Background: an optimization exercise with open tools, aiming at small area and a short achievable clock period. Do not read the settings as production practice. Only simulation tests tie the RTL to the original design; equivalence was not proved. Power and IR drop assume default switching activity.

$ cat design.v
`timescale 1ns / 1ps
    module counterFromZeroToLimit #
    (
        parameter integer C_WIDTH = 12
    )
    (
        output reg oSync,                       
        output reg oAct,                        
        output wire oSyncNext,
        output wire oActNext,
        output reg [C_WIDTH - 1 : 0] oAddr,     
        output reg oZero,                       
        input wire [C_WIDTH - 1 : 0] iLenSync,
        input wire [C_WIDTH - 1 : 0] iLenBack,
        input wire [C_WIDTH - 1 : 0] iLenAct,
        input wire [C_WIDTH - 1 : 0] iLenFront,
        input wire iAddrEn,
        input wire iClk,
        input wire iRst,
        input wire iEn
    );
    reg front;
    wire back = ~(oSync | oAct | front);
    reg [C_WIDTH - 1 : 0] count;
    wire last = (count == {{(C_WIDTH - 1){1'b1}}, 1'b0});
    wire step = iEn && last;
    assign oSyncNext = step ? front : oSync;
    assign oActNext = step ? back : oAct;
    wire selSync = front || !iRst;
    wire [C_WIDTH - 1 : 0] countLoad = ~(({C_WIDTH{oSync && iRst}} & iLenBack) | ({C_WIDTH{back}} & iLenAct) |
                                         ({C_WIDTH{oAct}} & iLenFront) | ({C_WIDTH{selSync}} & iLenSync));
    always @(posedge iClk) begin
        if (step || !iRst) begin
            count <= countLoad;
        end else begin
            count <= count + iEn;
        end
    end
    always @(posedge iClk) begin
        if (!iRst || (iEn && !(oAct && !last && iAddrEn))) begin
            oAddr <= 0;
        end else begin
            oAddr <= oAddr + iEn;
        end
    end
    always @(posedge iClk or negedge iRst) begin
        if (!iRst) begin
            oSync <= 1'b1;
            oAct <= 1'b0;
            front <= 1'b0;
            oZero <= 1'b1;
        end else if (iEn) begin
            oZero <= last && front;
            if (last) begin
                oSync <= front;
                oAct <= back;
                front <= oAct;
            end
        end
    end
    endmodule
`timescale 1ns / 1ps
    module lcdTimCtrlCore #
    (
        parameter integer C_HOR_WIDTH = 12,
        parameter integer C_VER_WIDTH = 12
    )
    (
        output reg oHSynch,
        output reg oVSynch,
        output reg oEnVideo,
        output wire [C_HOR_WIDTH - 1 : 0] oHAddr,
        output wire [C_VER_WIDTH - 1 : 0] oVAddr,
        input wire [C_HOR_WIDTH - 1 : 0] iHWidth,
        input wire [C_HOR_WIDTH - 1 : 0] iHBackPorch,
        input wire [C_HOR_WIDTH - 1 : 0] iHFrontPorch,
        input wire [C_HOR_WIDTH - 1 : 0] iHResolution,
        input wire iHPolarity,
        input wire [C_VER_WIDTH - 1 : 0] iVWidth,
        input wire [C_VER_WIDTH - 1 : 0] iVBackPorch,
        input wire [C_VER_WIDTH - 1 : 0] iVFrontPorch,
        input wire [C_VER_WIDTH - 1 : 0] iVResolution,
        input wire iVPolarity,
        input wire iEnVideoPolarity,
        input wire iClkPixel,
        input wire iRst,
        input wire iEn
    );
    wire hSync, hAct, hSyncNext, hActNext, hZero;
    wire vSync, vAct, vSyncNext, vActNext, vZero;
    wire vEnabler = iEn && hZero;
    counterFromZeroToLimit #
        (
            .C_WIDTH(C_HOR_WIDTH)
        )HorizontalCounter(
            .oSync(hSync),
            .oAct(hAct),
            .oSyncNext(hSyncNext),
            .oActNext(hActNext),
            .oAddr(oHAddr),
            .oZero(hZero),
            .iLenSync(iHWidth),
            .iLenBack(iHBackPorch),
            .iLenAct(iHResolution),
            .iLenFront(iHFrontPorch),
            .iAddrEn(vAct),
            .iClk(iClkPixel),
            .iRst(iRst),
            .iEn(iEn)
        );
    counterFromZeroToLimit #
        (
            .C_WIDTH(C_VER_WIDTH)
        )VerticalCounter(
            .oSync(vSync),
            .oAct(vAct),
            .oSyncNext(vSyncNext),
            .oActNext(vActNext),
            .oAddr(oVAddr),
            .oZero(vZero),
            .iLenSync(iVWidth),
            .iLenBack(iVBackPorch),
            .iLenAct(iVResolution),
            .iLenFront(iVFrontPorch),
            .iAddrEn(1'b1),
            .iClk(iClkPixel),
            .iRst(iRst),
            .iEn(vEnabler)
        );
    always @(posedge iClkPixel) begin
        oHSynch <= (hSyncNext || !iRst) ? iHPolarity : ~iHPolarity;
        oVSynch <= (vSyncNext || !iRst) ? iVPolarity : ~iVPolarity;
        oEnVideo <= (hActNext && vActNext && iRst) ? iEnVideoPolarity : ~iEnVideoPolarity;
    end
    endmodule
$ cat flow/run.sh
#!/bin/bash
# Own flow: the standard layout (standard.sh) with these changes:
#  - the port buffers are small buffers (buf_1) instead of the default delay cells;
#  - the timing repair aims for more setup slack than the clock needs;
#  - clock tree synthesis inserts no dummy loads.
# Each ORFS step writes its full log under orfs/logs/.
export BUFFER_PORTS_ARGS="-buffer_cell sky130_fd_sc_hd__buf_1"
export SETUP_SLACK_MARGIN=7.7
export CTS_ARGS="-sink_clustering_enable -repair_clock_nets -dont_use_dummy_load"
bash standard.sh > standard.log 2>&1
$ cat standard.sh
#!/bin/bash
# synth_recipe.tcl (not shown) runs the flow's synth.tcl, then flattens the netlist and writes it again
# the make line also repeats each setting of config.mk as NAME=value (left out here)
make -C /OpenROAD-flow-scripts/flow DESIGN_CONFIG=/design/flow/config.mk WORK_HOME=/design/flow/orfs CLKGATE_MAP_FILE= SYNTH_SCRIPT=/design/flow/synth_recipe.tcl "${@:-finish}"
$ cat config.mk
export PLATFORM = sky130hd
export DESIGN_NAME = lcdTimCtrlCore
export DESIGN_NICKNAME = lcdTimCtrlCore
export VERILOG_FILES = /design/flow/design.v
export SDC_FILE = /design/flow/constraint.sdc
export NUM_CORES = 4
export LEC_CHECK = 0
export CAP_MARGIN = 20
export CORE_MARGIN = 2
export CORE_UTILIZATION = 40
export SLEW_MARGIN = 20
export TNS_END_PERCENT = 0
$ cat constraint.sdc
create_clock -name core_clock -period 11.0 [get_ports {iClkPixel}]
set_input_delay 2.2000 -clock core_clock [delete_from_list [all_inputs] [get_ports {iClkPixel}]]
set_output_delay 2.2000 -clock core_clock [all_outputs]
set_load 0.01 [all_outputs]
==> results of run 1 <==
[report_power, final]
| group | switching, uW | internal (uW) | total, uW |
|---|---|---|---|
| sequential | 9.92 | 222 | 231 |
| combinational | 24.3 | 23.8 | 48.0 |
| clock | 70.3 | 72.3 | 143 |
[layer usage]
layer  vias to the layer above  part of all wire [%]  track usage (%)
li1                       1511                     -                -
met1                      1284                    44             21.1
met2                       118                    47             32.1
met3                        13                   7.2             4.07
met4                         0                   1.9             8.08
met5                         -                     0                0
[Yosys cell counts (all sizes together), types with 3 or more instances]
master / number
inv: 12
clkbuf: 11
ha: 8
o21ai: 25
mux2: 5
buf: 6
dfxtp: 51
nand2: 44
xor2: 25
nand2b: 3
and4: 3
nor2: 34
dfrtp: 4
nand3: 51
nand4: 7
a222oi: 24
dfstp: 3
nor3: 6
xnor2: 18
[worst min-delay path, stage by stage (launching register included)]
cell and delay, ns:
dfstp_2 0.37, inv_1 0.04, o21ai_0 0.06
[stage by stage]
stage,worst slack (ns),cell area [um2],hold slack (ns)
5_1_grt,7.58,3770,0.496
3_3_place_gp,6.67,3580,0.463
3_5_place_dp,6.59,3580,0.467
4_1_cts,7.63,3740,0.475
6_report,7.69,3770,0.475
2_1_floorplan,7.69,3050,0.448
[flip-flops by register name (all words and copies together), names as in the netlist]
| name | count |
|---|---|
| VerticalCounter.front | 1 |
| HorizontalCounter.oAddr | 12 |
| HorizontalCounter.count | 12 |
| oHSynch | 1 |
| HorizontalCounter.front | 1 |
| VerticalCounter.count | 12 |
| VerticalCounter.oAddr | 12 |
| oVSynch | 1 |
| VerticalCounter.oAct | 1 |
| HorizontalCounter.oAct | 1 |
| VerticalCounter.oSync | 1 |
| oEnVideo | 1 |
| HorizontalCounter.oSync | 1 |
| HorizontalCounter.oZero | 1 |
[area by class of cell]
| class | instances | area, um2 |
|---|---|---|
| clock buffers | 9 | 124 |
| flip-flops and latches | 58 | 1200 |
| fillers | 748 | 3520 |
| inverters | 12 | 45.0 |
| repair buffers | 131 | 508 |
| well taps | 99 | 124 |
| multi-input cells | 266 | 1770 |
[timing repair]
| item | 4_1_cts | 5_1_grt |
|---|---|---|
| endpoints found under the setup margin | 51 | 51 |
| hold endpoints to repair | 0 | 0 |
| resized for setup | 10 | 12 |
| cloned | 1 | 0 |
| setup buffers | 1 | 0 |
| pin swaps | 1 | 0 |
[kinds of logic after synthesis]
| family | count (synthesis) | share of synthesized area (%) |
|---|---|---|
| simple gates | 156 | 24.5 |
| flops | 58 | 39.6 |
| compound gates | 53 | 13.6 |
| xor+xnor | 43 | 12.4 |
| buf+inv | 29 | 4.59 |
| fa+ha+maj | 8 | 3.31 |
| mux | 5 | 1.98 |
[final timing paths]
kind,end,cells past startpoint,slack (ns)
max,VerticalCounter.count[9]$_DFF_P_,5,7.69
min,HorizontalCounter.oZero$_DFFE_PN1P_,2,0.48
max reg2reg,VerticalCounter.count[11]$_DFF_P_,5,9.08
min reg2reg,HorizontalCounter.oZero$_DFFE_PN1P_,2,0.48
max in group asynchronous,HorizontalCounter.oZero$_DFFE_PN1P_,1,8.93
min in group asynchronous,HorizontalCounter.oAct$_DFFE_PN0N_,1,1.77
==> impl_metrics.py, run 1 <==
metrics = {
    "synthesis": {
        "yosysWarnings": 2,
        "syn_nets": 462,
        "synth_top_cell_area_share_pct": 33.7,
        "avgSynthCellArea_um2": 8.60,
        "ys_ff_latch": 58,
        "synth-edff-count": 0,
        "synth_cell_types": 35,
        "synth_cells": 352,
        "syn_area_um2": 3030,
        "synth.area.top_cells": "dfxtp_1, nand3_1, a222oi_1",
        "synth_top_flop_cell": "dfxtp_1",
        "synthArstFlopShare_pct": 12.1,
        "ys_seq_area_share_pct": 39.6,
        "yosysTopAreaCell": "dfxtp_1",
    },
    "timing": {
        "max_clock_freq_mhz": 302,
        "tns_ns": 0,
        "slew_viol_final": 0,
        "slew-limit-headroom_pct": 58.9,
        "min_period_ns": 3.31,
        "rsz0062_at_grt": "yes",
        "hold_violations": 0,
        "fin_crit_sh_pct": 30.1,
        "skew_ns": 0.0202,
        "worst_pin_slew_ns": 0.617,
        "setup_viol": 0,
    },
    "floorplanning": {
        "die_y_um": 91.0,
        "die_w_um": 91.0,
        "rows": 31,
        "core_area_um2": 7290,
        "initial_core_util_pct": 41.5,
        "io_pins": 129,
        "floorplan.die_area_um2": 8280,
    },
    "critical_path": {
        "path_cells": "buf_2 -> nand2_2 -> or3_1 -> o21ai_2 -> o21ai_0",
        "cpLargestDelayFamily": "compound AO/OA/AOI/OAI gates",
        "worst-setup-path-type": "in2reg",
        "path_max_fanout": 11,
        "cp-startpoint": "iEn",
        "r2r_start": "VerticalCounter.oAct$_DFFE_PN0N_",
        "critPathSlowestCell": "or3_1",
        "cp-end-kind": "register",
        "cp_num_buf_inv": 1,
        "start_kind": "input pin",
        "slowest_delay_ns": 0.44,
        "crit_required_ns": 11.19,
        "crit_arrival_ns": 3.50,
    },
    "routing": {
        "vias": 2926,
        "first_pass_iters": 4,
        "wirelength_mm": 7.55,
        "drt_iter0_drc": 117,
        "drc": 0,
        "ant_nets": 0,
        "viasPerCell": 5.09,
        "wl_per_cell_um": 13.1,
    },
    "final_layout": {
        "diodes": 0,
        "syn_to_final_growth_pct": 24.6,
        "layout.nets": 588,
        "final_common_cell": "buf_1",
        "finalNonFillerCells": 575,
        "drive_gt1_share_pct": 9.03,
        "final_cell_mix": "buf_1, dfxtp_1, nand3_1, nand2_1, nor2_1",
        "utilization_pct": 51.7,
    },
    "power_and_ir_drop": {
        "p_leak_uw": 0.00137,
        "power_per_cell_area_nw_per_um2": 112,
        "p_total_uw": 422,
        "peakVddDrop_mv": 0.0515,
    },
    "min_path": {
        "hold_path_class": "reg2reg",
        "hp-start": "HorizontalCounter.oZero$_DFFE_PN1P_",
    },
    "placement": {
        "io_buffers": 128,
        "hpwlAfterDp_mm": 5.56,
        "numPlacedInstances": 564,
        "place_congestion": 0.775,
    },
    "clock_tree": {
        "clock-root-buffer": "clkbuf_8",
        "clock_latency_ns": 0.34,
        "numCtsBuffers": 9,
        "cts_tree": "built",
        "clkTransAtPathRegs_ns": 0.05,
        "htreeDepth": 3,
        "clk_path_buf_depth": 2,
        "numClockSinks": 58,
        "postCtsHoldBufs": 0,
    },
    "global_routing": {
        "grt-ovfl-total": 0,
        "grt_max_degree": 26,
        "track_usage_pct": 18.3,
        "grt_pass1_wl_mm": 12.3,
        "grt_pass1_vias": 2823,
        "antenna_found_initial": 0,
    },
    "outcome": {
        "status": "timing/DRC/antenna clean",
    },
    "flow_run": {
        "maxCapViolations": 0,
    },
}
==> inputs of run 2 (changes only) <==
--- a/config.mk
+++ b/config.mk
@@ -9,4 +9,3 @@
 export CORE_MARGIN = 2
 export CORE_UTILIZATION = 40
 export SLEW_MARGIN = 20
-export TNS_END_PERCENT = 0
==> impl_metrics.py, run 2 <==
metrics = {
    "clock_tree": {
        "clk_path_buf_depth": 2,
        "clock_latency_ns": 0.34,
        "clock-root-buffer": "clkbuf_8",
        "htreeDepth": 3,
        "numCtsBuffers": 9,
        "numClockSinks": 58,
        "cts_tree": "built",
        "clkTransAtPathRegs_ns": 0.05,
        "postCtsHoldBufs": 0,
    },
    "synthesis": {
        "synth_top_flop_cell": "dfxtp_1",
        "synth-edff-count": 0,
        "netlist_top_cells_count": "dfxtp_1, nand3_1, nand2_1, nor2_1, xor2_1",
        "synth_cell_types": 35,
        "ys_ff_latch": 58,
        "ys_seq_area_share_pct": 39.6,
        "avgSynthCellArea_um2": 8.60,
        "synth.area.top_cells": "dfxtp_1, nand3_1, a222oi_1",
        "synth_top_cell_area_share_pct": 33.7,
        "yosysWarnings": 2,
        "syn_nets": 462,
        "synth_cells": 352,
        "synthArstFlopShare_pct": 12.1,
        "syn_area_um2": 3030,
        "yosysTopAreaCell": "dfxtp_1",
    },
    "timing": {
        "fin_crit_sh_pct": 29.8,
        "worst_pin_slew_ns": 0.620,
        "min_period_ns": 3.27,
        "max_clock_freq_mhz": 306,
        "tns_ns": 0,
        "hold_violations": 0,
        "slew-limit-headroom_pct": 58.6,
        "slew_viol_final": 0,
        "rsz0062_at_grt": "yes",
        "skew_ns": 0.0204,
        "setup_viol": 0,
    },
    "final_layout": {
        "drive_gt1_share_pct": 9.24,
        "diodes": 0,
        "layout.nets": 588,
        "fillerInstances": 753,
        "regArea_um2": 1200,
        "final_cell_mix": "buf_1, dfxtp_1, nand3_1, nand2_1, nor2_1",
        "finalInstanceArea_um2": 3790,
        "syn_to_final_growth_pct": 25.3,
        "multi_input_area_um2": 1790,
        "final_common_cell": "buf_1",
    },
    "routing": {
        "viasPerCell": 5.06,
        "wirelength_met1_mm": 3.31,
        "vias": 2910,
        "ant_nets": 0,
        "drc": 0,
        "routed.top_layer": "met4",
        "wl_per_cell_um": 13.3,
        "drt_iter0_drc": 120,
        "wirelength_mm": 7.63,
        "first_pass_iters": 5,
        "wl_met2_mm": 3.67,
        "wl_met3_um": 519,
    },
    "critical_path": {
        "r2r_start": "VerticalCounter.oAct$_DFFE_PN0N_",
        "cp_num_buf_inv": 1,
        "cp-end-kind": "register",
        "cp-startpoint": "iEn",
        "path_cells": "clkbuf_4 -> nand2_2 -> or3_1 -> o21ai_4 -> o21bai_2 -> nor2_1",
        "crit_required_ns": 11.20,
        "rrSetupSlack_ns": 9.06,
        "ff2ff_path_depth": 5,
        "critPathSlowestCell": "or3_1",
        "cpLargestDelayFamily": "simple AND/OR/NAND/NOR gates",
        "worst-setup-path-type": "in2reg",
        "reg2reg_to": "VerticalCounter.count[11]$_DFF_P_",
        "start_kind": "input pin",
        "path_max_fanout": 12,
        "slowest_delay_ns": 0.46,
        "crit_arrival_ns": 3.47,
    },
    "min_path": {
        "holdPathEnd": "HorizontalCounter.oZero$_DFFE_PN1P_",
        "min_path_cells": 2,
        "hold_path_class": "reg2reg",
        "hp-start": "HorizontalCounter.oZero$_DFFE_PN1P_",
    },
    "flow_run": {
        "maxCapViolations": 0,
    },
    "power_and_ir_drop": {
        "p_leak_uw": 0.00137,
        "power_switching_uw": 104,
        "power_frac_seq_pct": 54.8,
        "p_clk_share_pct": 33.7,
        "p_sw_share_pct": 24.7,
        "p_int_uw": 318,
        "comb_power_share_pct": 11.4,
        "peakVddDrop_mv": 0.0518,
        "power_per_cell_area_nw_per_um2": 111,
    },
    "global_routing": {
        "grt_max_degree": 26,
        "track_usage_pct": 18.3,
        "grt_pass1_vias": 2814,
        "grt-ovfl-total": 0,
        "antenna_found_initial": 0,
        "grt_pass1_wl_mm": 12.4,
    },
    "placement": {
        "io_buffers": 128,
        "hpwlAfterDp_mm": 5.56,
        "dpl_cell_area_um2": 3580,
        "place_congestion": 0.775,
    },
    "floorplanning": {
        "die_y_um": 91.0,
        "io_pins": 129,
        "floorplan.die_area_um2": 8280,
        "core_area_um2": 7290,
        "die_w_um": 91.0,
        "initial_core_util_pct": 41.5,
        "rows": 31,
    },
    "outcome": {
        "status": "timing/DRC/antenna clean",
    },
}
==> run 2: final cells by class <==
type,count,area share [%]
Multi-Input combinational cell,266,47.2
Inverter,12,1.19
Sequential cell,58,31.6
Timing Repair Buffer,131,13.5
Clock buffer,9,3.27
Tap cell,99,3.27
==> run 2: cell families (layout without fill, tap and decap cells) <==
kind of cell    Yosys count  count (layout)  synth area share (%)
fa+ha+maj                 8               8                  3.31
compound gates           53              54                  13.6
simple gates            156             156                  24.5
xor+xnor                 43              43                  12.4
mux                       5               5                  1.98
flops                    58              58                  39.6
buf+inv                  29             152                  4.59
==> run 2: tightest hold or removal path: stages (launching register included) <==
cell     delay, ns
dfstp_2       0.37
inv_1         0.04
o21ai_0       0.06
==> run 2: power groups by stage <==
stage	combinational, uW	clock (uW)	sequential, uW
2_1_floorplan	27.8	0	234
3_3_place_gp	46.0	0	235
3_5_place_dp	46.3	0	236
4_1_cts	48.2	148	231
5_1_grt	55.4	156	233
6_report	48.3	142	231
==> run 2: routing by layer <==
metal	GRT usage, %	up-vias
li1	-	1513
met1	21.3	1280
met2	32.2	105
met3	4.07	12
met4	7.58	0
met5	0	-
==> run 2: through the flow <==
step / utilization [%] / power (uW) / cells / setup slack (ns) / hold WS, ns
detailed placement: 49.0 / 282 / 564 / 6.59 / 0.467
global route: 52.0 / 445 / 575 / 7.61 / 0.496
floorplan: - / 262 / 352 / 7.69 / 0.448
finish: 52.0 / 422 / 575 / 7.73 / 0.475
CTS: 51.5 / 427 / 575 / 7.64 / 0.475
global placement: 49.0 / 281 / 564 / 6.67 / 0.463
==> run 2: what timing repair did <==
action / 4_1_cts / 5_1_grt
gates cloned: 1 / 0
gates resized for setup: 17 / 9
setup endpoints to repair: 51 / 50
setup buffers: 1 / 0
pin swaps: 1 / 2
==> run 2: how the worst max path moves through the flow <==
stage                                          end  cells after the start
2_1_floorplan    VerticalCounter.count[10]$_DFF_P_                      9
3_3_place_gp   VerticalCounter.oAddr[4]$_SDFF_PP0_                      6
3_5_place_dp   VerticalCounter.oAddr[4]$_SDFF_PP0_                      6
4_1_cts          VerticalCounter.count[10]$_DFF_P_                     10
5_1_grt        VerticalCounter.oAddr[8]$_SDFF_PP0_                     10
6_report       VerticalCounter.oAddr[7]$_SDFF_PP0_                      6
==> inputs of run 3 (changes only) <==
--- a/flow/run.sh
+++ b/flow/run.sh
@@ -5,6 +5,6 @@
 #  - clock tree synthesis inserts no dummy loads.
 # Each ORFS step writes its full log under orfs/logs/.
 export BUFFER_PORTS_ARGS="-buffer_cell sky130_fd_sc_hd__buf_1"
-export SETUP_SLACK_MARGIN=7.7
+export SETUP_SLACK_MARGIN=8.2
 export CTS_ARGS="-sink_clustering_enable -repair_clock_nets -dont_use_dummy_load"
 bash standard.sh > standard.log 2>&1
--- a/config.mk
+++ b/config.mk
@@ -9,3 +9,4 @@
 export CORE_MARGIN = 2
 export CORE_UTILIZATION = 40
 export SLEW_MARGIN = 20
+export TNS_END_PERCENT = 0
==> impl_metrics.py, run 3 <==
metrics = {
    "timing": {
        "slew_viol_final": 0,
        "skew_ns": 0.0164,
        "hold_ws_ns": 0.492,
        "worst_pin_slew_ns": 0.642,
        "tns_ns": 0,
        "slew-limit-headroom_pct": 57.2,
        "rsz0062_at_grt": "yes",
        "min_period_ns": 3.13,
        "fin_crit_sh_pct": 28.5,
        "max_clock_freq_mhz": 319,
        "setup_viol": 0,
        "hold_violations": 0,
    },
    "critical_path": {
        "path_max_fanout": 5,
        "critPathSlowestCell": "dfxtp_1",
        "crit_required_ns": 8.80,
        "crit_arrival_ns": 0.93,
        "start_kind": "register",
        "cp_num_buf_inv": 1,
        "reg2reg_to": "VerticalCounter.count[11]$_DFF_P_",
        "path_cells": "buf_1",
        "rrSetupSlack_ns": 9.05,
        "r2r_start": "VerticalCounter.oAct$_DFFE_PN0N_",
        "cpLargestDelayFamily": "flip-flops",
        "cp-end-kind": "output pin",
        "slowest_delay_ns": 0.42,
        "ff2ff_path_depth": 5,
        "worst-setup-path-type": "reg2out",
    },
    "power_and_ir_drop": {
        "p_int_uw": 319,
        "p_leak_uw": 0.00141,
        "p_clk_share_pct": 33.9,
        "power_switching_uw": 107,
        "power_frac_seq_pct": 54.3,
        "comb_power_share_pct": 11.8,
        "p_sw_share_pct": 25.1,
        "power_per_cell_area_nw_per_um2": 109,
        "peakVddDrop_mv": 0.0506,
    },
    "final_layout": {
        "final_cell_mix": "buf_1, nand3_1, dfxtp_1, nand2_1, nor2_1",
        "fillerInstances": 727,
        "regArea_um2": 1200,
        "diodes": 0,
        "multi_input_area_um2": 1870,
        "syn_to_final_growth_pct": 29.4,
        "layout.nets": 592,
        "finalNonFillerCells": 579,
        "drive_gt1_share_pct": 11.5,
        "final_common_cell": "buf_1",
    },
    "floorplanning": {
        "die_y_um": 91.0,
        "io_pins": 129,
        "initial_core_util_pct": 41.5,
        "die_w_um": 91.0,
        "core_area_um2": 7290,
        "floorplan.die_area_um2": 8280,
        "rows": 31,
    },
    "min_path": {
        "hp-start": "HorizontalCounter.oZero$_DFFE_PN1P_",
        "holdPathEnd": "HorizontalCounter.oZero$_DFFE_PN1P_",
        "hold_path_class": "reg2reg",
        "min_path_cells": 2,
    },
    "synthesis": {
        "avgSynthCellArea_um2": 8.60,
        "synth_cell_types": 35,
        "synth_cells": 352,
        "syn_area_um2": 3030,
        "synth_top_flop_cell": "dfxtp_1",
        "synthArstFlopShare_pct": 12.1,
        "yosysTopAreaCell": "dfxtp_1",
        "ys_seq_area_share_pct": 39.6,
        "ys_ff_latch": 58,
        "netlist_top_cells_count": "dfxtp_1, nand3_1, nand2_1, nor2_1, xor2_1",
        "yosysWarnings": 2,
        "synth_top_cell_area_share_pct": 33.7,
        "syn_nets": 462,
        "synth.area.top_cells": "dfxtp_1, nand3_1, a222oi_1",
        "synth-edff-count": 0,
    },
    "placement": {
        "io_buffers": 128,
        "numPlacedInstances": 564,
        "place_congestion": 0.785,
        "hpwlAfterDp_mm": 5.57,
    },
    "clock_tree": {
        "numCtsBuffers": 9,
        "cts_tree": "built",
        "clock_latency_ns": 0.33,
        "clock-root-buffer": "clkbuf_8",
        "htreeDepth": 3,
        "clkTransAtPathRegs_ns": 0.07,
        "numClockSinks": 58,
        "clk_path_buf_depth": 2,
    },
    "global_routing": {
        "grt_max_degree": 22,
        "grt-ovfl-total": 0,
        "antenna_found_initial": 0,
        "grt_pass1_vias": 2892,
        "grt_pass1_wl_mm": 12.7,
        "track_usage_pct": 18.7,
    },
    "routing": {
        "vias": 2984,
        "drc": 0,
        "wirelength_mm": 7.79,
        "drt_iter0_drc": 173,
        "ant_nets": 0,
        "wl_per_cell_um": 13.4,
        "first_pass_iters": 5,
        "viasPerCell": 5.15,
    },
    "flow_run": {
        "maxCapViolations": 0,
    },
    "outcome": {
        "status": "timing/DRC/antenna clean",
    },
}
run 3: how the worst max path moves through the flow:
stage | start | endpoint | cells past startpoint
6_report | VerticalCounter.oAddr[7]$_SDFF_PP0_ | oVAddr[7] | 1
5_1_grt | iEn | oEnVideo$_DFF_P_ | 6
4_1_cts | iEn | oEnVideo$_DFF_P_ | 6
3_5_place_dp | iEn | VerticalCounter.oAddr[7]$_SDFF_PP0_ | 6
3_3_place_gp | iEn | VerticalCounter.oAddr[4]$_SDFF_PP0_ | 6
2_1_floorplan | iEn | oEnVideo$_DFF_P_ | 5
run 3: final cells by class:
class	count	share of cell area, %
Multi-Input combinational cell	267	47.8
Sequential cell	58	30.7
Clock buffer	9	3.16
Timing Repair Buffer	134	14.0
Tap cell	99	3.16
Inverter	12	1.21
run 3: power groups by stage:
stage	logic (uW)	clock network [uW]	registers (uW)
2_1_floorplan	27.9	0	234
4_1_cts	50.0	148	231
5_1_grt	57.2	157	233
3_5_place_dp	46.6	0	236
3_3_place_gp	46.1	0	235
6_report	50.3	145	232
run 3: cells by family (layout without fill, tap and decap cells):
| group | after synthesis | after routing | synth area share, % |
|---|---|---|---|
| adder cells (fa/ha/maj) | 8 | 8 | 3.31 |
| buffers and inverters | 29 | 155 | 4.59 |
| AND/OR/NAND/NOR | 156 | 157 | 24.5 |
| XOR/XNOR | 43 | 43 | 12.4 |
| flip-flops | 58 | 58 | 39.6 |
| multiplexers | 5 | 5 | 1.98 |
| AO/OA/AOI/OAI | 53 | 54 | 13.6 |
run 3: stage by stage:
stage          total power (uW)  cell area, um2  util, %  worst slack [ns]
3_3_place_gp                281            3600     49.4              6.64
5_1_grt                     447            3920     53.7              7.80
3_5_place_dp                282            3600     49.4              6.55
6_report                    427            3920     53.7              7.87
4_1_cts                     430            3860     52.9              7.82
2_1_floorplan               262            3080        -              7.70
run 3: what timing repair did:
action | 4_1_cts | 5_1_grt
setup buffers | 4 | 0
pin swaps | 5 | 2
gates cloned | 2 | 0
resized for setup | 28 | 15
setup endpoints to repair | 85 | 85
hold buffers | 0 | 0
run 3: worst register-to-register path, cell delays in order, from the launching register on:
cell and delay [ns]:
dfrtp_1 0.62, nor3_1 0.61, buf_4 0.28, a222oi_1 0.10, nand3_1 0.14, o21ai_0 0.08
run 3: per-layer routing:
layer / routed length [um] / vias up / part of all wire [%] / global-route usage (%)
met5: 0 / - / 0 / 0
met4: 131 / 0 / 1.7 / 6.94
met3: 574 / 14 / 7.4 / 4.56
met2: 3750 / 112 / 48 / 34.1
met1: 3340 / 1338 / 43 / 21.0
li1: - / 1520 / - / -
==> inputs of run 4 (changes only) <==
--- a/flow/run.sh
+++ b/flow/run.sh
@@ -5,6 +5,6 @@
 #  - clock tree synthesis inserts no dummy loads.
 # Each ORFS step writes its full log under orfs/logs/.
 export BUFFER_PORTS_ARGS="-buffer_cell sky130_fd_sc_hd__buf_1"
-export SETUP_SLACK_MARGIN=8.2
+export SETUP_SLACK_MARGIN=7.9
 export CTS_ARGS="-sink_clustering_enable -repair_clock_nets -dont_use_dummy_load"
 bash standard.sh > standard.log 2>&1
==> impl_metrics.py, run 4 <==
metrics = {
    "outcome": {
        "status": "timing/DRC/antenna clean",
    },
    "power_and_ir_drop": {
        "peakVddDrop_mv": 0.0506,
        "power_per_cell_area_nw_per_um2": 109,
        "p_leak_uw": 0.00141,
    },
    "floorplanning": {
        "die_w_um": 91.0,
        "die_y_um": 91.0,
        "io_pins": 129,
        "core_area_um2": 7290,
        "rows": 31,
        "initial_core_util_pct": 41.5,
        "floorplan.die_area_um2": 8280,
    },
    "clock_tree": {
        "clk_path_buf_depth": 2,
        "numCtsBuffers": 9,
        "clkTransAtPathRegs_ns": 0.07,
        "clock_latency_ns": 0.33,
        "clock-root-buffer": "clkbuf_8",
        "numClockSinks": 58,
        "cts_tree": "built",
        "htreeDepth": 3,
        "postCtsHoldBufs": 0,
    },
    "synthesis": {
        "yosysTopAreaCell": "dfxtp_1",
        "synth_top_flop_cell": "dfxtp_1",
        "synth.area.top_cells": "dfxtp_1, nand3_1, a222oi_1",
        "synth_top_cell_area_share_pct": 33.7,
        "synthArstFlopShare_pct": 12.1,
        "yosysWarnings": 2,
        "synth-edff-count": 0,
        "avgSynthCellArea_um2": 8.60,
        "ys_ff_latch": 58,
        "syn_area_um2": 3030,
        "ys_seq_area_share_pct": 39.6,
        "synth_cell_types": 35,
        "netlist_top_cells_count": "dfxtp_1, nand3_1, nand2_1, nor2_1, xor2_1",
        "syn_nets": 462,
        "synth_cells": 352,
    },
    "timing": {
        "max_clock_freq_mhz": 319,
        "slew_viol_final": 0,
        "hold_violations": 0,
        "skew_ns": 0.0164,
        "rsz0062_at_grt": "yes",
        "worst_pin_slew_ns": 0.642,
        "slew-limit-headroom_pct": 57.2,
        "setup_viol": 0,
        "min_period_ns": 3.13,
        "fin_crit_sh_pct": 28.5,
        "timing.final.ws_setup_ns": 7.87,
        "tns_ns": 0,
    },
    "global_routing": {
        "antenna_found_initial": 0,
        "grt_max_degree": 22,
        "grt_pass1_vias": 2892,
        "grt-ovfl-total": 0,
        "track_usage_pct": 18.7,
        "grt_pass1_wl_mm": 12.7,
    },
    "final_layout": {
        "finalInstanceArea_um2": 3920,
        "regArea_um2": 1200,
        "multi_input_area_um2": 1870,
        "fillerInstances": 727,
        "layout.nets": 592,
        "diodes": 0,
        "drive_gt1_share_pct": 11.5,
        "final_cell_mix": "buf_1, nand3_1, dfxtp_1, nand2_1, nor2_1",
        "final_common_cell": "buf_1",
        "syn_to_final_growth_pct": 29.4,
    },
    "routing": {
        "viasPerCell": 5.15,
        "first_pass_iters": 5,
        "drc": 0,
        "drt_iter0_drc": 173,
        "wl_per_cell_um": 13.4,
        "wirelength_mm": 7.79,
        "ant_nets": 0,
        "vias": 2984,
    },
    "flow_run": {
        "maxCapViolations": 0,
    },
    "critical_path": {
        "crit_required_ns": 8.80,
        "crit_arrival_ns": 0.93,
        "path_max_fanout": 5,
        "worst-setup-path-type": "reg2out",
        "cp-end-kind": "output pin",
        "cp_num_buf_inv": 1,
        "ff2ff_path_depth": 5,
        "rrSetupSlack_ns": 9.05,
        "cpLargestDelayFamily": "flip-flops",
        "critPathSlowestCell": "dfxtp_1",
        "cp-startpoint": "VerticalCounter.oAddr[7]$_SDFF_PP0_",
        "slowest_delay_ns": 0.42,
        "r2r_start": "VerticalCounter.oAct$_DFFE_PN0N_",
        "path_cells": "buf_1",
        "start_kind": "register",
        "reg2reg_to": "VerticalCounter.count[11]$_DFF_P_",
    },
    "min_path": {
        "hold_path_class": "reg2reg",
        "holdPathEnd": "HorizontalCounter.oZero$_DFFE_PN1P_",
        "min_path_cells": 2,
        "hp-start": "HorizontalCounter.oZero$_DFFE_PN1P_",
    },
    "placement": {
        "dpl_cell_area_um2": 3600,
        "io_buffers": 128,
        "pre_cts_ws_ns": 6.55,
        "hpwlAfterDp_mm": 5.57,
        "place_congestion": 0.785,
    },
}
[run 4: logic make-up after synthesis]
| family | synth area share, % |
|---|---|
| buf+inv | 4.59 |
| simple gates | 24.5 |
| compound gates | 13.6 |
| flops | 39.6 |
| mux | 1.98 |
| xor+xnor | 12.4 |
| fa+ha+maj | 3.31 |
[run 4: worst max-delay path by stage]
stage | endpoint | slack, ns | cells past startpoint
3_5_place_dp | VerticalCounter.oAddr[7]$_SDFF_PP0_ | 6.55 | 6
2_1_floorplan | oEnVideo$_DFF_P_ | 7.70 | 5
4_1_cts | oEnVideo$_DFF_P_ | 7.82 | 6
5_1_grt | oEnVideo$_DFF_P_ | 7.80 | 6
6_report | oVAddr[7] | 7.87 | 1
3_3_place_gp | VerticalCounter.oAddr[4]$_SDFF_PP0_ | 6.64 | 6
[run 4: power breakdown]
group	internal (uW)	total [uW]	switching, uW
sequential	221	232	10.1
clock	72.4	145	72.2
combinational	25.5	50.3	24.8
[run 4: layout make-up]
type | count | area share (%)
Timing Repair Buffer | 134 | 14.0
Multi-Input combinational cell | 267 | 47.8
Sequential cell | 58 | 30.7
Tap cell | 99 | 3.16
Clock buffer | 9 | 3.16
Inverter | 12 | 1.21
[run 4: repair_timing]
| action | in CTS | in global routing |
|---|---|---|
| setup buffers | 4 | 0 |
| resized for setup | 28 | 15 |
| pin swaps | 5 | 2 |
| cloned | 2 | 0 |
| endpoints found under the setup margin | 66 | 61 |
[run 4: stage by stage]
| step | hold slack, ns | power (uW) | util (%) | std cells |
|---|---|---|---|---|
| final | 0.492 | 427 | 53.7 | 579 |
| after global routing | 0.544 | 447 | 53.7 | 579 |
| after global placement | 0.463 | 281 | 49.4 | 564 |
| after floorplan | 0.448 | 262 | - | 352 |
| after CTS | 0.481 | 430 | 52.9 | 579 |
| after detailed placement | 0.463 | 282 | 49.4 | 564 |
[run 4: per-layer routing]
layer	track usage [%]	routed length, um	vias up
met1	21.0	3340	1338
met3	4.56	574	14
met4	6.94	131	0
met2	34.1	3750	112
met5	0	0	-
li1	-	-	1520
==> inputs of run 5 (changes only) <==
--- a/flow/run.sh
+++ b/flow/run.sh
@@ -5,6 +5,6 @@
 #  - clock tree synthesis inserts no dummy loads.
 # Each ORFS step writes its full log under orfs/logs/.
 export BUFFER_PORTS_ARGS="-buffer_cell sky130_fd_sc_hd__buf_1"
-export SETUP_SLACK_MARGIN=7.9
+export SETUP_SLACK_MARGIN=8.0
 export CTS_ARGS="-sink_clustering_enable -repair_clock_nets -dont_use_dummy_load"
 bash standard.sh > standard.log 2>&1
==> impl_metrics.py, run 5 <==
metrics = {
    "outcome": {
        "status": "timing/DRC/antenna clean",
    },
    "routing": {
        "drt_iter0_drc": 173,
        "wirelength_mm": 7.79,
        "first_pass_iters": 5,
        "drc": 0,
        "ant_nets": 0,
        "vias": 2984,
        "viasPerCell": 5.15,
        "wl_per_cell_um": 13.4,
    },
    "flow_run": {
        "maxCapViolations": 0,
    },
    "critical_path": {
        "cpLargestDelayFamily": "flip-flops",
        "worst-setup-path-type": "reg2out",
        "path_max_fanout": 5,
        "start_kind": "register",
        "r2r_start": "VerticalCounter.oAct$_DFFE_PN0N_",
        "critPathSlowestCell": "dfxtp_1",
        "rrSetupSlack_ns": 9.05,
        "slowest_delay_ns": 0.42,
        "path_cells": "buf_1",
        "cp_num_buf_inv": 1,
        "cp-end-kind": "output pin",
        "cp-startpoint": "VerticalCounter.oAddr[7]$_SDFF_PP0_",
        "crit_required_ns": 8.80,
        "crit_arrival_ns": 0.93,
    },
    "synthesis": {
        "synth_top_cell_area_share_pct": 33.7,
        "yosysTopAreaCell": "dfxtp_1",
        "ys_seq_area_share_pct": 39.6,
        "synth.area.top_cells": "dfxtp_1, nand3_1, a222oi_1",
        "ys_ff_latch": 58,
        "yosysWarnings": 2,
        "synth_cells": 352,
        "synth-edff-count": 0,
        "netlist_top_cells_count": "dfxtp_1, nand3_1, nand2_1, nor2_1, xor2_1",
        "syn_nets": 462,
        "syn_area_um2": 3030,
        "synth_cell_types": 35,
        "avgSynthCellArea_um2": 8.60,
        "synth_top_flop_cell": "dfxtp_1",
        "synthArstFlopShare_pct": 12.1,
    },
    "floorplanning": {
        "core_area_um2": 7290,
        "io_pins": 129,
        "die_w_um": 91.0,
        "floorplan.die_area_um2": 8280,
        "initial_core_util_pct": 41.5,
        "rows": 31,
        "die_y_um": 91.0,
    },
    "global_routing": {
        "antenna_found_initial": 0,
        "grt-ovfl-total": 0,
        "grt_pass1_wl_mm": 12.7,
        "grt_max_degree": 22,
        "grt_pass1_vias": 2892,
        "track_usage_pct": 18.7,
    },
    "placement": {
        "numPlacedInstances": 564,
        "place_congestion": 0.785,
        "hpwlAfterDp_mm": 5.57,
        "io_buffers": 128,
    },
    "min_path": {
        "hp-start": "HorizontalCounter.oZero$_DFFE_PN1P_",
        "hold_path_class": "reg2reg",
    },
    "final_layout": {
        "finalNonFillerCells": 579,
        "drive_gt1_share_pct": 11.5,
        "final_common_cell": "buf_1",
        "final_cell_mix": "buf_1, nand3_1, dfxtp_1, nand2_1, nor2_1",
        "diodes": 0,
        "layout.nets": 592,
        "fillerInstances": 727,
        "syn_to_final_growth_pct": 29.4,
    },
    "clock_tree": {
        "clk_path_buf_depth": 2,
        "htreeDepth": 3,
        "numCtsBuffers": 9,
        "cts_tree": "built",
        "clock-root-buffer": "clkbuf_8",
        "clock_latency_ns": 0.33,
        "numClockSinks": 58,
        "postCtsHoldBufs": 0,
        "clkTransAtPathRegs_ns": 0.07,
    },
    "timing": {
        "setup_viol": 0,
        "worst_pin_slew_ns": 0.642,
        "fin_crit_sh_pct": 28.5,
        "min_period_ns": 3.13,
        "slew-limit-headroom_pct": 57.2,
        "slew_viol_final": 0,
        "skew_ns": 0.0164,
        "tns_ns": 0,
        "max_clock_freq_mhz": 319,
        "hold_violations": 0,
        "rsz0062_at_grt": "yes",
    },
    "power_and_ir_drop": {
        "p_leak_uw": 0.00141,
        "peakVddDrop_mv": 0.0506,
        "power_per_cell_area_nw_per_um2": 109,
    },
}
run 5: routing by layer:
| layer | global-route usage (%) | routed length (um) | vias up |
|---|---|---|---|
| li1 | - | - | 1520 |
| met1 | 21.0 | 3340 | 1338 |
| met2 | 34.1 | 3750 | 112 |
| met3 | 4.56 | 574 | 14 |
| met4 | 6.94 | 131 | 0 |
| met5 | 0 | 0 | - |
run 5: final timing paths:
check / cells past startpoint / end
setup / recovery: 1 / oVAddr[7]
hold / removal: 2 / HorizontalCounter.oZero$_DFFE_PN1P_
setup reg to reg: 5 / VerticalCounter.count[11]$_DFF_P_
hold reg to reg: 2 / HorizontalCounter.oZero$_DFFE_PN1P_
max in group asynchronous: 1 / HorizontalCounter.oZero$_DFFE_PN1P_
min in group asynchronous: 1 / VerticalCounter.oAct$_DFFE_PN0N_
run 5: cell families (layout without fill, tap and decap cells):
group | count (synthesis) | after routing | synth area share, %
buffers and inverters | 29 | 155 | 4.59
xor gates and xnor gates | 43 | 43 | 12.4
DFF | 58 | 58 | 39.6
AOI/OAI and AO/OA | 53 | 54 | 13.6
adders and majority gates | 8 | 8 | 3.31
and+or+nand+nor | 156 | 157 | 24.5
muxes | 5 | 5 | 1.98
run 5: per-stage QoR:
step	hold WS [ns]	instance area (um2)	total power, uW	worst slack [ns]	util, %
after global routing	0.544	3920	447	7.80	53.7
after detailed placement	0.463	3600	282	6.55	49.4
after CTS	0.481	3860	430	7.82	52.9
after floorplan	0.448	3080	262	7.70	-
final	0.492	3920	427	7.87	53.7
after global placement	0.463	3600	281	6.64	49.4
run 5: cell type report:
cell class                 instances  area, um2  area share, %
timing repair buffer             134        549           14.0
multi-input combinational        267       1870           47.8
clock buffer                       9        124           3.16
tap                               99        124           3.16
inverter                          12       47.5           1.21
sequential                        58       1200           30.7
run 5: worst min-delay path: stages, from the launching register on:
cell and delay, ns:
dfstp_2 0.38, inv_1 0.04, o21ai_0 0.06
run 5: what timing repair did:
item,CTS,global route
buffers inserted,4,0
setup endpoints to repair,82,81
pin swaps,5,2
gates cloned,2,0
gates resized for setup,28,15
run 5: power breakdown:
part | internal [uW] | switching, uW | total [uW]
logic | 25.5 | 24.8 | 50.3
registers | 221 | 10.1 | 232
clock network | 72.4 | 72.2 | 145
==> inputs of run 6 (changes only) <==
--- a/config.mk
+++ b/config.mk
@@ -7,6 +7,7 @@
 export LEC_CHECK = 0
 export CAP_MARGIN = 20
 export CORE_MARGIN = 2
-export CORE_UTILIZATION = 40
+export CORE_UTILIZATION = 55
+export PLACE_DENSITY = 0.75
 export SLEW_MARGIN = 20
 export TNS_END_PERCENT = 0
==> impl_metrics.py, run 6 <==
metrics = {
    "routing": {
        "viasPerCell": 5.45,
        "drt_iter0_drc": 154,
        "wirelength_mm": 7.51,
        "wl_per_cell_um": 13.6,
        "first_pass_iters": 6,
        "ant_nets": 0,
        "vias": 3006,
        "drc": 0,
    },
    "critical_path": {
        "crit_end": "oEnVideo$_DFF_P_",
        "cp.depth": 7,
        "rrSetupSlack_ns": 9.00,
        "path_max_fanout": 5,
        "r2r_start": "VerticalCounter.oAct$_DFFE_PN0N_",
        "cpLargestDelayFamily": "multiplexers",
        "critPathSlowestCell": "mux2_4",
        "crit_arrival_ns": 3.36,
        "cp-end-kind": "register",
        "path_cells": "buf_12 -> nand4b_1 -> nor4_4 -> buf_4 -> mux2_4 -> a21boi_4 -> xnor2_1",
        "slowest_delay_ns": 0.31,
        "start_kind": "input pin",
        "cp-startpoint": "iEn",
        "ff2ff_path_depth": 5,
        "crit_required_ns": 11.21,
        "worst-setup-path-type": "in2reg",
        "cp_num_buf_inv": 2,
        "reg2reg_to": "VerticalCounter.count[11]$_DFF_P_",
    },
    "synthesis": {
        "syn_area_um2": 3030,
        "yosysTopAreaCell": "dfxtp_1",
        "synthArstFlopShare_pct": 12.1,
        "ys_seq_area_share_pct": 39.6,
        "ys_ff_latch": 58,
        "synth_top_flop_cell": "dfxtp_1",
        "synth_cells": 352,
        "netlist_top_cells_count": "dfxtp_1, nand3_1, nand2_1, nor2_1, xor2_1",
        "synth_top_cell_area_share_pct": 33.7,
        "syn_nets": 462,
        "yosysWarnings": 2,
        "synth.area.top_cells": "dfxtp_1, nand3_1, a222oi_1",
        "synth-edff-count": 0,
        "synth_cell_types": 35,
        "avgSynthCellArea_um2": 8.60,
    },
    "clock_tree": {
        "htreeDepth": 3,
        "numCtsBuffers": 9,
        "clkTransAtPathRegs_ns": 0.05,
        "numClockSinks": 58,
        "clock-root-buffer": "clkbuf_8",
        "clk_path_buf_depth": 2,
        "clock_latency_ns": 0.33,
        "cts_tree": "built",
    },
    "timing": {
        "worst_pin_slew_ns": 0.659,
        "setup_viol": 0,
        "fin_crit_sh_pct": 28.6,
        "min_period_ns": 3.15,
        "rsz0062_at_grt": "yes",
        "hold_violations": 0,
        "max_clock_freq_mhz": 318,
        "skew_ns": 0.0167,
        "tns_ns": 0,
        "slew_viol_final": 0,
        "slew-limit-headroom_pct": 56.0,
    },
    "global_routing": {
        "grt_pass1_vias": 2741,
        "grt_pass1_wl_mm": 12.1,
        "track_usage_pct": 24.6,
        "grt-ovfl-total": 0,
        "grt_max_degree": 26,
        "antenna_found_initial": 0,
    },
    "final_layout": {
        "fillerInstances": 448,
        "final_common_cell": "buf_1",
        "finalInstanceArea_um2": 3860,
        "diodes": 0,
        "layout.nets": 592,
        "drive_gt1_share_pct": 11.0,
        "final_cell_mix": "buf_1, dfxtp_1, nand3_1, nand2_1, nor2_1",
        "syn_to_final_growth_pct": 27.6,
    },
    "floorplanning": {
        "die_y_um": 78.2,
        "floorplan.die_area_um2": 6110,
        "core_area_um2": 5410,
        "rows": 27,
        "initial_core_util_pct": 56.0,
        "io_pins": 129,
        "die_w_um": 78.2,
    },
    "min_path": {
        "hold_path_class": "reg2reg",
    },
    "placement": {
        "place_congestion": 0.846,
        "dpl_cell_area_um2": 3570,
        "hpwlAfterDp_mm": 5.32,
        "io_buffers": 128,
    },
    "power_and_ir_drop": {
        "power_per_cell_area_nw_per_um2": 110,
        "peakVddDrop_mv": 0.0645,
        "p_leak_uw": 0.00141,
    },
    "outcome": {
        "status": "timing/DRC/antenna clean",
    },
    "flow_run": {
        "maxCapViolations": 0,
    },
}
==> run 6: worst min path at each step <==
stage	from	slack, ns	endpoint	depth (start not counted)
after floorplan	HorizontalCounter.oZero$_DFFE_PN1P_	0.45	HorizontalCounter.oZero$_DFFE_PN1P_	2
after global placement	HorizontalCounter.oZero$_DFFE_PN1P_	0.46	HorizontalCounter.oZero$_DFFE_PN1P_	2
after detailed placement	HorizontalCounter.oZero$_DFFE_PN1P_	0.47	HorizontalCounter.oZero$_DFFE_PN1P_	2
after CTS	HorizontalCounter.oZero$_DFFE_PN1P_	0.50	HorizontalCounter.oZero$_DFFE_PN1P_	2
after global routing	HorizontalCounter.oZero$_DFFE_PN1P_	0.53	HorizontalCounter.oZero$_DFFE_PN1P_	2
final	HorizontalCounter.oZero$_DFFE_PN1P_	0.50	HorizontalCounter.oZero$_DFFE_PN1P_	2
==> run 6: stage by stage <==
stage	setup WS [ns]	hold slack (ns)	util (%)	std cells	total power, uW
after CTS	7.83	0.501	70.6	551	428
after global placement	6.64	0.461	66.0	537	281
after detailed placement	6.57	0.470	66.0	537	282
final	7.85	0.503	71.5	552	426
after global routing	7.79	0.529	71.5	552	445
after floorplan	7.70	0.448	-	352	262
==> run 6: cell type report <==
class                           count  area [um2]  area share (%)
Clock buffer                        9         124            3.21
Tap cell                           72        90.1            2.33
Sequential cell                    58        1200            31.1
Inverter                           12        47.5            1.23
Multi-Input combinational cell    266        1850            47.9
Timing Repair Buffer              135         553            14.3
==> run 6: worst reg2reg max path, cell delays in order (launching register included) <==
cell	delay, ns
dfrtp_1	0.62
nor3_1	0.61
buf_4	0.29
a222oi_1	0.11
nand3_1	0.15
o21ai_0	0.10
==> run 6: layer usage <==
layer / vias up / global-route usage, % / part of all wire [%]
met4: 0 / 10.0 / 0.73
met3: 7 / 4.60 / 8.0
li1: 1517 / - / -
met2: 139 / 42.8 / 48
met1: 1343 / 30.0 / 43
met5: - / 0 / 0
==> run 6: logic make-up (layout without fill, tap and decap cells) <==
group                      Yosys count  after routing  synth area share [%]
and+or+nand+nor                    156            156                  24.5
DFF                                 58             58                  39.6
AOI/OAI and AO/OA                   53             54                  13.6
xor gates and xnor gates            43             43                  12.4
buffers and inverters               29            156                  4.59
adders and majority gates            8              8                  3.31
muxes                                5              5                  1.98
==> run 6: power breakdown <==
part / switching (uW) / internal, uW
logic: 24.9 / 25.2
clock network: 71.6 / 72.7
registers: 10.3 / 221
total: 107 / 319
==> run 6: timing repair <==
item | in CTS | in global routing
setup endpoints to repair | 82 | 81
cloned | 1 | 0
hold buffers | 0 | 0
setup buffers | 4 | 1
gates resized for setup | 26 | 11
pin swaps | 5 | 3
==> inputs of run 7 (changes only) <==
--- a/flow/run.sh
+++ b/flow/run.sh
@@ -5,6 +5,6 @@
 #  - clock tree synthesis inserts no dummy loads.
 # Each ORFS step writes its full log under orfs/logs/.
 export BUFFER_PORTS_ARGS="-buffer_cell sky130_fd_sc_hd__buf_1"
-export SETUP_SLACK_MARGIN=8.0
+export SETUP_SLACK_MARGIN=7.8
 export CTS_ARGS="-sink_clustering_enable -repair_clock_nets -dont_use_dummy_load"
 bash standard.sh > standard.log 2>&1
--- a/config.mk
+++ b/config.mk
@@ -7,7 +7,6 @@
 export LEC_CHECK = 0
 export CAP_MARGIN = 20
 export CORE_MARGIN = 2
-export CORE_UTILIZATION = 55
-export PLACE_DENSITY = 0.75
+export CORE_UTILIZATION = 40
 export SLEW_MARGIN = 20
 export TNS_END_PERCENT = 0
==> impl_metrics.py, run 7 <==
metrics = {
    "clock_tree": {
        "numCtsBuffers": 9,
        "postCtsHoldBufs": 0,
        "clk_path_buf_depth": 2,
        "htreeDepth": 3,
        "clock-root-buffer": "clkbuf_8",
        "clock_latency_ns": 0.33,
        "clkTransAtPathRegs_ns": 0.07,
        "numClockSinks": 58,
        "cts_tree": "built",
    },
    "timing": {
        "slew_viol_final": 0,
        "min_period_ns": 3.18,
        "max_clock_freq_mhz": 315,
        "fin_crit_sh_pct": 28.9,
        "worst_pin_slew_ns": 0.647,
        "hold_violations": 0,
        "setup_viol": 0,
        "tns_ns": 0,
        "slew-limit-headroom_pct": 56.9,
        "timing.final.ws_setup_ns": 7.82,
        "skew_ns": 0.0166,
        "rsz0062_at_grt": "yes",
    },
    "min_path": {
        "hold_path_class": "reg2reg",
        "holdPathEnd": "HorizontalCounter.oZero$_DFFE_PN1P_",
        "hp-start": "HorizontalCounter.oZero$_DFFE_PN1P_",
        "min_path_cells": 2,
    },
    "outcome": {
        "status": "timing/DRC/antenna clean",
    },
    "critical_path": {
        "start_kind": "input pin",
        "cp-end-kind": "register",
        "rrSetupSlack_ns": 9.06,
        "reg2reg_to": "VerticalCounter.count[11]$_DFF_P_",
        "slowest_delay_ns": 0.21,
        "ff2ff_path_depth": 5,
        "critPathSlowestCell": "ha_2",
        "worst-setup-path-type": "in2reg",
        "r2r_start": "VerticalCounter.oAct$_DFFE_PN0N_",
        "path_cells": "buf_6 -> nand2_2 -> inv_2 -> ha_2 -> ha_4 -> nand2_1 -> nor2_4 -> nand3_1 -> xor2_1 -> nor2_1",
        "path_max_fanout": 6,
        "crit_required_ns": 11.22,
        "crit_arrival_ns": 3.40,
    },
    "placement": {
        "pre_cts_ws_ns": 6.55,
        "io_buffers": 128,
        "place_congestion": 0.785,
        "hpwlAfterDp_mm": 5.57,
    },
    "floorplanning": {
        "io_pins": 129,
        "core_area_um2": 7290,
        "initial_core_util_pct": 41.5,
        "die_w_um": 91.0,
        "floorplan.die_area_um2": 8280,
        "die_y_um": 91.0,
        "rows": 31,
    },
    "global_routing": {
        "grt_pass1_wl_mm": 12.4,
        "track_usage_pct": 18.3,
        "antenna_found_initial": 0,
        "grt_pass1_vias": 2849,
        "grt_max_degree": 26,
        "grt-ovfl-total": 0,
    },
    "power_and_ir_drop": {
        "power_per_cell_area_nw_per_um2": 111,
        "p_total_uw": 425,
        "p_leak_uw": 0.00138,
        "peakVddDrop_mv": 0.0506,
    },
    "final_layout": {
        "syn_to_final_growth_pct": 26.3,
        "diodes": 0,
        "fillerInstances": 739,
        "drive_gt1_share_pct": 9.85,
        "layout.nets": 589,
        "final_common_cell": "buf_1",
        "final_cell_mix": "buf_1, dfxtp_1, nand3_1, nand2_1, nor2_1",
    },
    "synthesis": {
        "netlist_top_cells_count": "dfxtp_1, nand3_1, nand2_1, nor2_1, xor2_1",
        "ys_ff_latch": 58,
        "synth.area.top_cells": "dfxtp_1, nand3_1, a222oi_1",
        "synthArstFlopShare_pct": 12.1,
        "synth_cells": 352,
        "avgSynthCellArea_um2": 8.60,
        "ys_seq_area_share_pct": 39.6,
        "syn_area_um2": 3030,
        "synth_top_flop_cell": "dfxtp_1",
        "yosysTopAreaCell": "dfxtp_1",
        "yosysWarnings": 2,
        "synth_top_cell_area_share_pct": 33.7,
        "synth_cell_types": 35,
        "syn_nets": 462,
        "synth-edff-count": 0,
    },
    "routing": {
        "vias": 2941,
        "wirelength_mm": 7.62,
        "drt_iter0_drc": 150,
        "first_pass_iters": 7,
        "viasPerCell": 5.11,
        "drc": 0,
        "ant_nets": 0,
        "wl_per_cell_um": 13.2,
    },
    "flow_run": {
        "maxCapViolations": 0,
    },
}
run 7: cell counts after synthesis:
No cell type changed its count.
run 7: how the worst max path moves through the flow:
stage	start	slack, ns	end
6_report	iEn	7.82	VerticalCounter.oAddr[10]$_SDFF_PP0_
5_1_grt	iEn	7.74	VerticalCounter.oAddr[8]$_SDFF_PP0_
4_1_cts	iEn	7.79	oEnVideo$_DFF_P_
3_5_place_dp	iEn	6.55	VerticalCounter.oAddr[7]$_SDFF_PP0_
3_3_place_gp	iEn	6.64	VerticalCounter.oAddr[4]$_SDFF_PP0_
2_1_floorplan	iEn	7.70	oEnVideo$_DFF_P_
run 7: kinds of logic after synthesis:
logic type,synth area share [%]
flops,39.6
compound gates,13.6
fa+ha+maj,3.31
simple gates,24.5
buf+inv,4.59
xor+xnor,12.4
mux,1.98
run 7: what timing repair did:
action | in CTS | in global routing
cloned | 1 | 0
pin swaps | 4 | 1
gates resized for setup | 26 | 1
endpoints found under the setup margin | 51 | 30
buffers inserted | 2 | 0
run 7: critical path: cells and delay by family:
kind,cells,cell delay [ns]
xor gates and xnor gates,1,0.15
buffers and inverters,2,0.20
and+or+nand+nor,5,0.48
adders and majority gates,2,0.36
run 7: layout make-up:
cell class                 instances  area [um2]  area share (%)
clock buffer                       9         124            3.24
timing repair buffer             132         522            13.6
multi-input combinational        266        1810            47.3
tap                               99         124            3.24
inverter                          12        45.0            1.18
sequential                        58        1200            31.4
run 7: power by group:
part           internal, uW  switching, uW  total (uW)
logic                  24.4           24.3        48.7
clock network          72.5           72.6         145
registers               221           9.99         231
total                   318            107         425
run 7: per-stage QoR:
stage | area [um2] | cells | hold WS [ns] | util (%)
2_1_floorplan | 3080 | 352 | 0.448 | -
3_3_place_gp | 3600 | 564 | 0.463 | 49.4
3_5_place_dp | 3600 | 564 | 0.463 | 49.4
4_1_cts | 3820 | 576 | 0.481 | 52.4
5_1_grt | 3820 | 576 | 0.532 | 52.5
6_report | 3820 | 576 | 0.480 | 52.5
run 7: layer usage:
layer / track usage, % / vias to the layer above / wire length, um
li1: - / 1513 / -
met1: 20.9 / 1310 / 3370
met2: 32.8 / 104 / 3600
met3: 4.56 / 14 / 509
met4: 6.94 / 0 / 131
met5: 0 / - / 0
==> inputs of run 8 (changes only) <==
==> run.sh (new file) <==
#!/bin/bash
# synth_recipe.tcl (not shown) runs the flow's synth.tcl, then flattens the netlist and writes it again
# the make line also repeats each setting of config.mk as NAME=value (left out here)
make -C /OpenROAD-flow-scripts/flow DESIGN_CONFIG=/design/flow/config.mk WORK_HOME=/design/flow/orfs CLKGATE_MAP_FILE= SYNTH_SCRIPT=/design/flow/synth_recipe.tcl finish
--- a/config.mk
+++ b/config.mk
@@ -8,5 +8,6 @@
 export CAP_MARGIN = 20
 export CORE_MARGIN = 2
 export CORE_UTILIZATION = 40
+export SETUP_SLACK_MARGIN = 5
 export SLEW_MARGIN = 20
 export TNS_END_PERCENT = 0
removed: flow/run.sh
removed: standard.sh
==> impl_metrics.py, run 8 <==
metrics = {
    "outcome": {
        "status": "timing/DRC/antenna clean",
    },
    "critical_path": {
        "rrSetupSlack_ns": 8.56,
        "slowest_delay_ns": 0.69,
        "path_max_fanout": 23,
        "cp_num_buf_inv": 1,
        "crit_end": "VerticalCounter.oAddr[8]$_SDFF_PP0_",
        "cp.depth": 6,
        "critPathSlowestCell": "o21ai_2",
        "path_cells": "clkdlybuf4s50_1 -> nand2_1 -> or3_1 -> o21ai_2 -> o21bai_1 -> nor2_1",
        "start_kind": "input pin",
        "worst-setup-path-type": "in2reg",
        "cp-startpoint": "iEn",
        "crit_required_ns": 11.20,
        "cp-end-kind": "register",
        "reg2reg_to": "VerticalCounter.oAddr[8]$_SDFF_PP0_",
        "crit_arrival_ns": 4.65,
        "r2r_start": "HorizontalCounter.oZero$_DFFE_PN1P_",
        "cpLargestDelayFamily": "compound AO/OA/AOI/OAI gates",
        "ff2ff_path_depth": 5,
    },
    "final_layout": {
        "final_cell_mix": "clkdlybuf4s50_1, dfxtp_1, nand3_1, nand2_1, nor2_1",
        "layout.nets": 586,
        "diodes": 0,
        "syn_to_final_growth_pct": 50.2,
        "finalInstanceArea_um2": 4550,
        "final_common_cell": "clkdlybuf4s50_1",
        "drive_gt1_share_pct": 6.24,
    },
    "global_routing": {
        "track_usage_pct": 19.5,
        "antenna_found_initial": 0,
        "grt_pass1_wl_mm": 13.2,
        "grt_max_degree": 26,
        "grt-ovfl-total": 0,
        "grt_pass1_vias": 2930,
    },
    "min_path": {
        "hold_path_class": "reg2reg",
        "min_path_cells": 2,
    },
    "clock_tree": {
        "numCtsBuffers": 9,
        "cts_setup_buffers": 0,
        "numClockSinks": 58,
        "clock-root-buffer": "clkbuf_8",
        "cts_resized": 0,
        "clkTransAtPathRegs_ns": 0.07,
        "cts_tree": "built",
        "postCtsHoldBufs": 0,
        "clk_path_buf_depth": 2,
        "clock_latency_ns": 0.34,
        "htreeDepth": 3,
    },
    "floorplanning": {
        "io_pins": 129,
        "rows": 31,
        "floorplan.die_area_um2": 8280,
        "die_w_um": 91.0,
        "initial_core_util_pct": 41.5,
        "die_y_um": 91.0,
        "core_area_um2": 7290,
    },
    "synthesis": {
        "synth_cells": 352,
        "synth-edff-count": 0,
        "synth.area.top_cells": "dfxtp_1, nand3_1, a222oi_1",
        "yosysTopAreaCell": "dfxtp_1",
        "syn_area_um2": 3030,
        "ys_ff_latch": 58,
        "avgSynthCellArea_um2": 8.60,
        "ys_seq_area_share_pct": 39.6,
        "synth_top_cell_area_share_pct": 33.7,
        "synth_top_flop_cell": "dfxtp_1",
        "synth_cell_types": 35,
        "netlist_top_cells_count": "dfxtp_1, nand3_1, nand2_1, nor2_1, xor2_1",
        "syn_nets": 462,
        "yosysWarnings": 2,
        "synthArstFlopShare_pct": 12.1,
    },
    "timing": {
        "hold_violations": 0,
        "skew_ns": 0.00902,
        "tns_ns": 0,
        "worst_pin_slew_ns": 0.866,
        "min_period_ns": 4.45,
        "slew_viol_final": 0,
        "setup_viol": 0,
        "slew-limit-headroom_pct": 42.2,
        "rsz0062_at_grt": "no",
        "fin_crit_sh_pct": 40.5,
        "hold_ws_ns": 0.471,
        "max_clock_freq_mhz": 225,
    },
    "routing": {
        "first_pass_iters": 5,
        "viasPerCell": 5.08,
        "drc": 0,
        "vias": 2946,
        "wl_per_cell_um": 13.8,
        "wirelength_mm": 8.02,
        "drt_iter0_drc": 165,
        "ant_nets": 0,
    },
    "power_and_ir_drop": {
        "p_leak_uw": 0.00173,
        "power_per_cell_area_nw_per_um2": 109,
        "peakVddDrop_mv": 0.0663,
        "p_total_uw": 496,
    },
    "placement": {
        "hpwlAfterDp_mm": 6.02,
        "place_congestion": 0.830,
        "io_buffers": 128,
        "dpl_cell_area_um2": 4350,
    },
    "flow_run": {
        "maxCapViolations": 0,
    },
}
==> run 8: cell counts after synthesis <==
Identical to the previous run, type by type.
==> run 8: kinds of logic (layout without fill, tap and decap cells) <==
| logic type | count (synthesis) | in the layout | synth area share [%] |
|---|---|---|---|
| simple gates | 156 | 156 | 24.5 |
| fa+ha+maj | 8 | 8 | 3.31 |
| buf+inv | 29 | 158 | 4.59 |
| compound gates | 53 | 53 | 13.6 |
| flops | 58 | 58 | 39.6 |
| mux | 5 | 5 | 1.98 |
| xor+xnor | 43 | 43 | 12.4 |
==> run 8: how the worst min path moves through the flow <==
stage | to | from
after CTS | HorizontalCounter.oZero$_DFFE_PN1P_ | HorizontalCounter.oZero$_DFFE_PN1P_
after global routing | HorizontalCounter.oZero$_DFFE_PN1P_ | HorizontalCounter.oZero$_DFFE_PN1P_
final | HorizontalCounter.oZero$_DFFE_PN1P_ | HorizontalCounter.oZero$_DFFE_PN1P_
after global placement | HorizontalCounter.oZero$_DFFE_PN1P_ | HorizontalCounter.oZero$_DFFE_PN1P_
after floorplan | HorizontalCounter.oZero$_DFFE_PN1P_ | HorizontalCounter.oZero$_DFFE_PN1P_
after detailed placement | HorizontalCounter.oZero$_DFFE_PN1P_ | HorizontalCounter.oZero$_DFFE_PN1P_
==> run 8: power by group <==
group	switching, uW	internal [uW]
sequential	9.74	221
clock	84.3	110
combinational	23.3	47.2
total	117	378
==> run 8: cell type report <==
| class | instances | area (um2) |
|---|---|---|
| inverters | 12 | 45.0 |
| repair buffers | 130 | 1300 |
| clock inverters | 5 | 53.8 |
| well taps | 99 | 124 |
| clock buffers | 11 | 141 |
| multi-input cells | 265 | 1690 |
| fillers | 683 | 2740 |
| flip-flops and latches | 58 | 1200 |
==> run 8: layer usage <==
| layer | wire, um | vias up | GRT usage (%) | share of wire, % |
|---|---|---|---|---|
| li1 | - | 1511 | - | - |
| met2 | 3750 | 114 | 33.1 | 47 |
| met4 | 78 | 0 | 6.69 | 0.97 |
| met5 | 0 | - | 0 | 0 |
| met1 | 3500 | 1313 | 23.4 | 44 |
| met3 | 696 | 8 | 5.98 | 8.7 |
==> run 8: stage by stage <==
step | utilization [%] | cells | setup WS, ns
after floorplan | - | 352 | 7.66
after global placement | 59.7 | 564 | 6.27
after detailed placement | 59.7 | 564 | 6.22
after CTS | 62.4 | 580 | 6.58
after global routing | 62.4 | 580 | 6.40
final | 62.4 | 580 | 6.55
==> run 8: worst register-to-register path: stages (launching register included) <==
cell	delay, ns
dfstp_2	0.53
nand2_1	0.09
or3_1	0.38
o21ai_2	0.69
o21bai_1	0.49
nor2_1	0.12

what the ideal ports hide:
No port has a modelled driver above. Below, the same layouts with a new extraction and two added sets of constraints. Step 1 (the two cells are an assumption about what drives the block):
set clk [get_ports {iClkPixel}]
set_driving_cell -lib_cell sky130_fd_sc_hd__clkbuf_16 $clk
set_driving_cell -lib_cell sky130_fd_sc_hd__buf_2 [delete_from_list [all_inputs] $clk]
Step 2 times the ports against the registers' clock, not the clock port: input delays grow and output delays shrink by t, the midpoint of the rising clock arrivals with the driver on. a / b / c = no drivers / after step 1 / after step 2; a / b = the first two.
run	t (ns)	setup slack, ns	worst setup path at the end	slew at the worst register clock pin (ns)	cell pins on the clock port's net
run 1	0.358	7.688 / 7.669 / 7.311	input to register	0.07 / 0.07	1
run 2	0.358	7.727 / 7.702 / 7.344	input to register	0.07 / 0.07	1
run 3	0.353	7.866 / 7.826 / 7.473	input to register	0.07 / 0.07	1
run 4	0.353	7.866 / 7.826 / 7.473	input to register	0.07 / 0.07	1
run 5	0.353	7.866 / 7.826 / 7.473	input to register	0.07 / 0.07	1
run 6	0.352	7.851 / 7.814 / 7.462	input to register	0.07 / 0.07	1
run 7	0.353	7.822 / 7.798 / 7.444	input to register	0.07 / 0.07	1
run 8	0.359	6.547 / 6.552 / 6.192	input to register	0.07 / 0.07	1
After both steps every run listed still meets setup and hold.
